This is an optimization exercise on Yosys and OpenROAD, whose aim is small area, a short achievable clock period and few clock cycles per item, not a production implementation. Only simulation tests tie the RTL to the original design; equivalence was not proved. Power is estimated from default activity; no workload was simulated.

[flow/design.v]
module div_pipe_u #(
  parameter WIDTH = 32
)(
  input  logic             clk,
  input  logic             en,
  input  logic [WIDTH-1:0] a,
  input  logic [WIDTH-1:0] b,
  output logic [WIDTH-1:0] quotient,
  output logic [WIDTH-1:0] remainder,
  output logic             divide_by_0
);
  logic [WIDTH-1:0] q_c, r_c;
  logic [WIDTH:0]   rem;
  logic [WIDTH:0]   diff;
  always_comb begin
    rem = '0;
    q_c = '0;
    for (integer i = WIDTH-1; i >= 0; i--) begin
      rem  = {rem[WIDTH-1:0], a[i]};
      diff = rem - {1'b0, b};
      if (!diff[WIDTH]) begin
        rem    = diff;
        q_c[i] = 1'b1;
      end
    end
    r_c = rem[WIDTH-1:0];
  end
  always_ff @(posedge clk) begin
    if (en) begin
      quotient    <= q_c;
      remainder   <= r_c;
      divide_by_0 <= (b == '0);
    end
  end
endmodule
module div
#(
  parameter XLEN = 32,
  localparam integer NUM_ROB_ENTRIES = 32,
  localparam integer ARCH_REG_IDX    = 4,
  localparam integer PHYS_REG_IDX    = 5
)(
  input  logic clk,
  input  logic rst,
  input  logic        req_valid,
  output logic        req_ready,
  input  logic [XLEN-1:0] op_a,
  input  logic [XLEN-1:0] op_b,
  input  logic [ARCH_REG_IDX:0] rd_arch,
  input  logic [PHYS_REG_IDX:0] pd_phys,
  input  logic [$clog2(NUM_ROB_ENTRIES)-1:0] rob_idx,
  input  logic        dest_we,
  input  logic [2:0]    sub_op,
  output logic        resp_valid,
  input  logic        resp_ready,
  output logic [XLEN-1:0] resp_value,
  output logic [ARCH_REG_IDX:0] resp_rd,
  output logic [PHYS_REG_IDX:0] resp_pd,
  output logic [$clog2(NUM_ROB_ENTRIES)-1:0] resp_rob_idx,
  output logic        resp_dest_we
);
  localparam integer STAGES = 2;
  logic [XLEN-1:0] q_s, r_s;  logic div0_s;
  logic [XLEN-1:0] q_u, r_u;  logic div0_u;
  logic [2:0]       subop_pipe_q[STAGES], subop_pipe_d[STAGES];
  logic [XLEN-1:0]  a_pipe_q   [STAGES], a_pipe_d   [STAGES];
  logic             a_intmin_q [STAGES], a_intmin_d [STAGES];
  logic             b_neg1_q   [STAGES], b_neg1_d   [STAGES];
  logic             sign_a_pipe_q[STAGES], sign_a_pipe_d[STAGES];
  logic             sign_b_pipe_q[STAGES], sign_b_pipe_d[STAGES];
  logic [STAGES-1:0] valid_pipe_q, valid_pipe_d;
  logic [ARCH_REG_IDX:0] rd_pipe_q[STAGES], rd_pipe_d[STAGES];
  logic [PHYS_REG_IDX:0] pd_pipe_q[STAGES], pd_pipe_d[STAGES];
  logic [$clog2(NUM_ROB_ENTRIES)-1:0] rob_pipe_q[STAGES], rob_pipe_d[STAGES];
  logic we_pipe_q[STAGES], we_pipe_d[STAGES];
  logic buf_value_q, buf_value_d;
  logic [XLEN-1:0] buf_val_q, buf_val_d;
  logic [ARCH_REG_IDX:0] buf_rd_q, buf_rd_d;
  logic [PHYS_REG_IDX:0] buf_pd_q, buf_pd_d;
  logic [$clog2(NUM_ROB_ENTRIES)-1:0] buf_rob_q, buf_rob_d;
  logic buf_we_q, buf_we_d;
  logic [XLEN-1:0] a_q, a_d;
  logic [XLEN-1:0] b_q, b_d;
  wire pipe_out_v = valid_pipe_q[STAGES-1];
  wire stall_out = pipe_out_v && buf_value_q && !resp_ready;
  wire adv_pipe = (|valid_pipe_q || (req_valid && !stall_out)) && !stall_out;
  wire req_fire = req_valid && !stall_out;
  wire signed_op = (sub_op == 3'b100) || (sub_op == 3'b110);
  always_comb begin
    a_d = a_q;
    b_d = b_q;
    if (req_fire) begin
      if (signed_op) begin
        a_d = op_a[XLEN-1] ? -op_a : op_a;
        b_d = op_b[XLEN-1] ? -op_b : op_b;
      end else begin
        a_d = op_a;
        b_d = op_b;
      end
    end
  end
  div_pipe_u #(
    .WIDTH      (XLEN)
  ) U_div (
    .clk        (clk),
    .en         (adv_pipe),
    .a          (a_q),
    .b          (b_q),
    .quotient   (q_u),
    .remainder  (r_u),
    .divide_by_0(div0_u)
  );
  always_comb begin
    valid_pipe_d = valid_pipe_q;
    for (integer i = 0; i < STAGES; i++) begin
      rd_pipe_d[i] = rd_pipe_q[i];
      pd_pipe_d[i] = pd_pipe_q[i];
      rob_pipe_d[i] = rob_pipe_q[i];
      we_pipe_d[i] = we_pipe_q[i];
      subop_pipe_d[i] = subop_pipe_q[i];
      a_pipe_d[i] = a_pipe_q[i];
      a_intmin_d[i] = a_intmin_q[i];
      b_neg1_d[i] = b_neg1_q[i];
      sign_a_pipe_d[i] = sign_a_pipe_q[i];
      sign_b_pipe_d[i] = sign_b_pipe_q[i];
    end
    if (adv_pipe) begin
      for (integer i = STAGES-1; i > 0; i--) begin
        rd_pipe_d[i] = rd_pipe_q[i-1];
        pd_pipe_d[i] = pd_pipe_q[i-1];
        rob_pipe_d[i] = rob_pipe_q[i-1];
        we_pipe_d[i] = we_pipe_q[i-1];
        subop_pipe_d[i] = subop_pipe_q[i-1];
        a_pipe_d[i] = a_pipe_q[i-1];
        a_intmin_d[i] = a_intmin_q[i-1];
        b_neg1_d[i] = b_neg1_q[i-1];
        sign_a_pipe_d[i] = sign_a_pipe_q[i-1];
        sign_b_pipe_d[i] = sign_b_pipe_q[i-1];
      end
      if (req_fire) begin
        rd_pipe_d[0] = rd_arch;
        pd_pipe_d[0] = pd_phys;
        rob_pipe_d[0] = rob_idx;
        we_pipe_d[0] = dest_we;
        subop_pipe_d[0] = sub_op;
        a_pipe_d[0] = op_a;
        a_intmin_d[0] = (op_a == 32'h80000000);
        b_neg1_d[0] = (op_b == 32'hFFFFFFFF);
        sign_a_pipe_d[0] = op_a[XLEN-1];
        sign_b_pipe_d[0] = op_b[XLEN-1];
      end
      valid_pipe_d = {valid_pipe_q[STAGES-2:0], req_fire};
    end
  end
  wire pop = buf_value_q && resp_ready;
  wire push = pipe_out_v && (!buf_value_q || resp_ready);
  logic            is_div0_s, is_div0_u, ovf_s;
  assign is_div0_s = div0_s;
  assign is_div0_u = div0_u;
  assign ovf_s     = a_intmin_q[STAGES-1] & b_neg1_q[STAGES-1]; 
  always_comb begin
    div0_s = div0_u;
    q_s = q_u;
    r_s = r_u;
    if (!div0_u && !ovf_s) begin
      if (sign_a_pipe_q[STAGES-1] ^ sign_b_pipe_q[STAGES-1]) begin
        q_s = -q_u;
      end
      if (sign_a_pipe_q[STAGES-1]) begin
        r_s = -r_u;
      end
    end
  end
  always_comb begin
    buf_value_d = (buf_value_q & ~pop) | push;
    buf_val_d = buf_val_q;
    buf_rd_d = buf_rd_q;
    buf_pd_d = buf_pd_q;
    buf_rob_d = buf_rob_q;
    buf_we_d = buf_we_q;
    if (push) begin
      unique case(subop_pipe_q[STAGES-1])
      3'b100: begin  
        buf_val_d = is_div0_s ? 32'hFFFF_FFFF : (ovf_s ? 32'h8000_0000 : q_s);
      end
      3'b101: begin  
        buf_val_d = is_div0_u ? {XLEN{1'b1}} : q_u;
      end
      3'b110: begin  
        buf_val_d = is_div0_s ? a_pipe_q[STAGES-1] : (ovf_s ? '0 : r_s);
      end
      3'b111: begin  
        buf_val_d = is_div0_u ? a_pipe_q[STAGES-1] : r_u;
      end 
      default: ;  
      endcase
      buf_rd_d = rd_pipe_q[STAGES-1];
      buf_pd_d = pd_pipe_q[STAGES-1];
      buf_rob_d = rob_pipe_q[STAGES-1];
      buf_we_d = we_pipe_q[STAGES-1];
    end
  end
  always_ff @(posedge clk) begin
    if (rst) begin
      valid_pipe_q <= '0;
      for (integer i = 0; i < STAGES; i++) begin
        rd_pipe_q[i] <= '0;
        pd_pipe_q[i] <= '0;
        rob_pipe_q[i] <= '0;
        we_pipe_q[i] <= 1'b0;
        subop_pipe_q[i] <= '0;
        a_pipe_q[i] <= '0;
        a_intmin_q[i] <= 1'b0;
        b_neg1_q[i] <= 1'b0;
        sign_a_pipe_q[i] <= 1'b0;
        sign_b_pipe_q[i] <= 1'b0;
      end
      buf_value_q <= 1'b0;
      buf_val_q <= '0;
      buf_rd_q <= '0;
      buf_pd_q <= '0;
      buf_rob_q <= '0;
      buf_we_q <= 1'b0;
      a_q <= '0;
      b_q <= '0;
    end else begin
      valid_pipe_q <= valid_pipe_d;
      for (integer i = 0; i < STAGES; i++) begin
        rd_pipe_q[i] <= rd_pipe_d[i];
        pd_pipe_q[i] <= pd_pipe_d[i];
        rob_pipe_q[i] <= rob_pipe_d[i];
        we_pipe_q[i] <= we_pipe_d[i];
        subop_pipe_q[i] <= subop_pipe_d[i];
        a_pipe_q[i] <= a_pipe_d[i];
        a_intmin_q[i] <= a_intmin_d[i];
        b_neg1_q[i] <= b_neg1_d[i];
        sign_a_pipe_q[i] <= sign_a_pipe_d[i];
        sign_b_pipe_q[i] <= sign_b_pipe_d[i];
      end
      buf_value_q <= buf_value_d;
      buf_val_q <= buf_val_d;
      buf_rd_q <= buf_rd_d;
      buf_pd_q <= buf_pd_d;
      buf_rob_q <= buf_rob_d;
      buf_we_q <= buf_we_d;
      a_q <= a_d;
      b_q <= b_d;
    end
  end
  assign resp_valid   = buf_value_q;
  assign req_ready    = !stall_out;
  assign resp_value   = buf_val_q;
  assign resp_rd      = buf_rd_q;
  assign resp_pd      = buf_pd_q;
  assign resp_rob_idx = buf_rob_q;
  assign resp_dest_we = buf_we_q;
endmodule
[flow/run.sh]
#!/bin/bash
# synth_recipe.tcl (not shown) runs the flow's synth.tcl, then flattens the netlist and writes it again
# the make line also repeats each setting of config.mk as NAME=value (left out here)
make -C /OpenROAD-flow-scripts/flow DESIGN_CONFIG=/design/flow/config.mk WORK_HOME=/design/flow/orfs CLKGATE_MAP_FILE= SYNTH_SCRIPT=/design/flow/synth_recipe.tcl finish
[flow/config.mk]
export PLATFORM = sky130hd
export DESIGN_NAME = div
export DESIGN_NICKNAME = div
export VERILOG_FILES = /design/flow/design.v
export SDC_FILE = /design/flow/constraint.sdc
export NUM_CORES = 4
export LEC_CHECK = 0
export CAP_MARGIN = 20
export CORE_MARGIN = 2
export CORE_UTILIZATION = 40
export SLEW_MARGIN = 20
[flow/constraint.sdc]
create_clock -name core_clock -period 200.0 [get_ports {clk}]
set_input_delay 40.0000 -clock core_clock [delete_from_list [all_inputs] [get_ports {clk}]]
set_output_delay 40.0000 -clock core_clock [all_outputs]
set_load 0.01 [all_outputs]
==> results by group <==
Logic synthesis
  • Ys Warns: 22
  • Post-synth top area share: approximately 18%
  • Post-synth ARST share: 0%
  • Synthesized flop and latch total: 290
  • Cell accounting for the most synthesized area: ha_1
  • Synth cell count leaders: 1201 x nand2_1, 1067 x nor2_1, 998 x ha_1
  • Yosys cell types: 114
  • Most common cell in the netlist: nand2_1
  • Post-synth EDFFs: 65
  • Synthesized instance count: 9941
  • Top cells by area, synth: ha_1 18%, nand2_1 6.5%, dfxtp_1 6.5%
  • Syn avg cell area: about 7.0 um^2
  • Top_reg_cell synth: dfxtp_1
  • Cell Area, Synth: 69700 um^2
  • Register area share after synthesis: ~9.3%

Worst setup path
  • Worst EP arrival: 183.22 ns
  • CP Depth: ~890
  • CP Capture Point: U_div.remainder[7]
  • FF-to-FF path depth: roughly 940
  • Crit-path max FO: 64
  • Slack of the worst reg-to-reg path: about 17 ns
  • Setup CP Type: register to register
  • Slowest-stage cell, CP: a2111oi_0
  • Most used cell, CP: a21o_1
  • Worst Setup SP: b_q[25]
  • CP Capture Type: register
  • CP Buf/Inv Count: 60
  • R2r startpoint: b_q[25]
  • Cell family with the largest share of critical-path delay: compound AO/OA/AOI/OAI gates
  • Crit path required time: 200.32 ns
  • Worst stage delay on the critical path: approximately 0.7 ns
  • R2R Path End: U_div.remainder[7]
  • Critical Path Start Type: register

Pwr
  • Peak supply drop: 7.44 mV
  • Clock power share: 0%
  • Comb. pwr: between 1000 and 1500 mW
  • Int Power: about 440 mW
  • Top Consumer: combinational logic
  • Clk. pwr: just over 0.07 mW
  • P per Cell Area: ~13000 nW/um^2
  • Switch share: between 50% and 60%
  • Combinational share of power: between 90 and 100%
  • Power Sequential: 3.25 mW
  • Sw Pwr: between 500 and 600 mW
  • Pleak: 33.7 nW
  • Reg power frac: less than 1%
  • Overall Power: around 1000 mW

Timing
  • Clock Skews: 0.0445 ns
  • Slew margin rel.: 22.6%
  • Setup ws final: around 17 ns
  • Final hold viol count: 0
  • Final setup violation count: 0
  • Max-slew violations: 0
  • Post-route setup TNS: 0 ns
  • Fmax: 0.00547 GHz
  • Tcrit/Tclk final: between 90 and 100%
  • Final Hold Slack: ~0.45 ns
  • Min Tclk post-route: around 180 ns
  • Worst slew pin tran: approximately 1.1 ns

Final layout
  • Area grow syn2layout: 8.83%
  • Final cell count without fillers: 12292
  • Nets: 11056
  • Final core occ: between 40% and 50%
  • Diode count: 0
  • Layout cells sized above 1: 6.13%
  • Design area: 75900 um^2

Floorplanning
  • Core area: ~170000 um^2
  • Site Rows: 153
  • Die Area: between 150000 and 200000 um^2
  • IO Pins: between 100 and 150
  • Die Width: roughly 420 um
  • Die Ht: 422 um
  • Initial Utilization: about two fifths

GRT
  • M2 GR Usage: approximately 42%
  • First-pass GRT wire length: 370000 um
  • GR Layer Usage met3: 2.34%
  • Largest net degree at the start of global routing: 92
  • Grt total ovfl: 0
  • Busiest grt layer: met2
  • Initial antenna violation count: 4
  • Met1 GRT Util: between 30% and 40%
  • Total GRT Usage: between 20 and 30%
  • Vias in the first global route: between 60000 and 70000

Hold path
  • Hold-critical path depth: 2
  • Hold Crit Start: pd_pipe_q[1][4]
  • Hold crit path type: register to register
  • Hold Crit Endpoint: buf_pd_q[4]

Routing
  • Drt via density: a little under 6
  • Initial detailed-routing violation count: roughly 5500
  • DRC: 0
  • Routed len/inst: just under 20 um
  • DRT Pass-1 Iters: 6
  • Drt total wl: 238000 um
  • Total number of vias: around 72000
  • Routed Antenna Nets: 0

Placed design
  • Detailed Place HPWL: between 150000 and 200000 um
  • Pre-CTS setup slack: slightly below 8 ns
  • RePlAce Congestion: roughly 0.95
  • Port Buffers: between 100 and 150
  • Cells after DPL: between 10000 and 15000
  • Area after DPL: roughly 74000 um^2

Clock tree
  • Root Driver: clkbuf_16
  • Clock transition at the registers of the reported paths: about 0.06 ns
  • CTS tree: yes
  • CTS H-tree depth: 2
  • Clock sinks: 290
  • Clk buf depth: 3
  • Clk latency of the worst-skew pair: slightly above 0.6 ns
  • Num CTS Buffers: 36

Run
  • Max_cap viols: 0

Status
  • Status: no timing/DRC/antenna violations
==> sequential cells by signal, indices dropped and copies added (netlist names), 6 cells and up <==
| name | cells |
|---|---|
| b_q | 32 |
| pd_pipe_q | 12 |
| rob_pipe_q | 10 |
| U_div.remainder | 32 |
| buf_pd_q | 6 |
| U_div.quotient | 32 |
| a_q | 31 |
| subop_pipe_q | 6 |
| rd_pipe_q | 10 |
| a_pipe_q | 64 |
| buf_val_q | 32 |
==> cell type report <==
class | count | area [um^2]
well taps | 2325 | 2910
flip-flops and latches | 290 | 6460
clock buffers | 48 | 1090
repair inverters | 3 | 15.0
inverters | 618 | 2380
fillers | 17748 | 97600
repair buffers | 279 | 2620
multi-input cells | 8711 | 60200
clock inverters | 18 | 215
==> repair_timing <==
item	in CTS	in global routing
setup endpoints to repair	0	34
setup buffers	0	19
hold buffers	0	0
gates resized for setup	0	161
==> routing by layer <==
metal,wire length (um),vias to the layer above
met1,108000,33644
met2,107000,1952
met5,12,-
met4,9800,2
li1,-,35778
met3,12800,381
==> kinds of logic after synthesis <==
| group | synth area share, % |
|---|---|
| compound gates | 31.3 |
| simple gates | 20.5 |
| fa+ha+maj | 18.8 |
| buf+inv | 5.20 |
| xor+xnor | 9.80 |
| mux | 5.08 |
| flops | 9.26 |
| other cells | 0.00538 |
==> layout by cell type, fill, tap and decap left out, drive strengths merged, types with 78 or more instances in the layout <==
master,synthesis,final
a211oi,110,110
a21boi,236,236
a21o,572,572
a21oi,752,752
a22oi,78,78
buf,71,140
clkdlybuf4s50,0,137
dfxtp,225,225
ha,998,998
inv,618,622
mux2,208,208
mux2i,115,115
nand2,1202,1202
nand2b,164,164
nand3,177,177
nor2,1068,1068
nor2b,113,113
nor3,137,137
o21ai,834,834
o31ai,144,144
xnor2,418,418
xor2,349,349
Testbench counts, summed over its fixed seeds: cycles 3,224, ops 3,200.

afterwards: timing with drivers on the ports:
No port has a modelled driver above. Below, the same layout with a new extraction and two added sets of constraints. Step 1 sets driving cells, clkbuf_16 on the clock port and buf_2 on the other inputs (assumed; they add their load-dependent delay and slew). Step 2, shift: input delay + t, output delay - t, t = (earliest + latest rising clock arrival at the registers) / 2. This alone moves slack from input paths to output paths. a / b / c = no drivers / after step 1 / after step 2; a / b = the first two.
t, ns: 0.658
setup slack, ns: 17.103 / 17.103 / 17.103
worst setup path at the end: register to register
clock arrival spread, ns: 0.044 / 0.044
slew at the worst register clock pin (ns): 0.07 / 0.07
After both steps this run still meets setup and hold. The setup slack of this run moves by 0.000 ns with the drivers and by 0.000 ns with both steps.
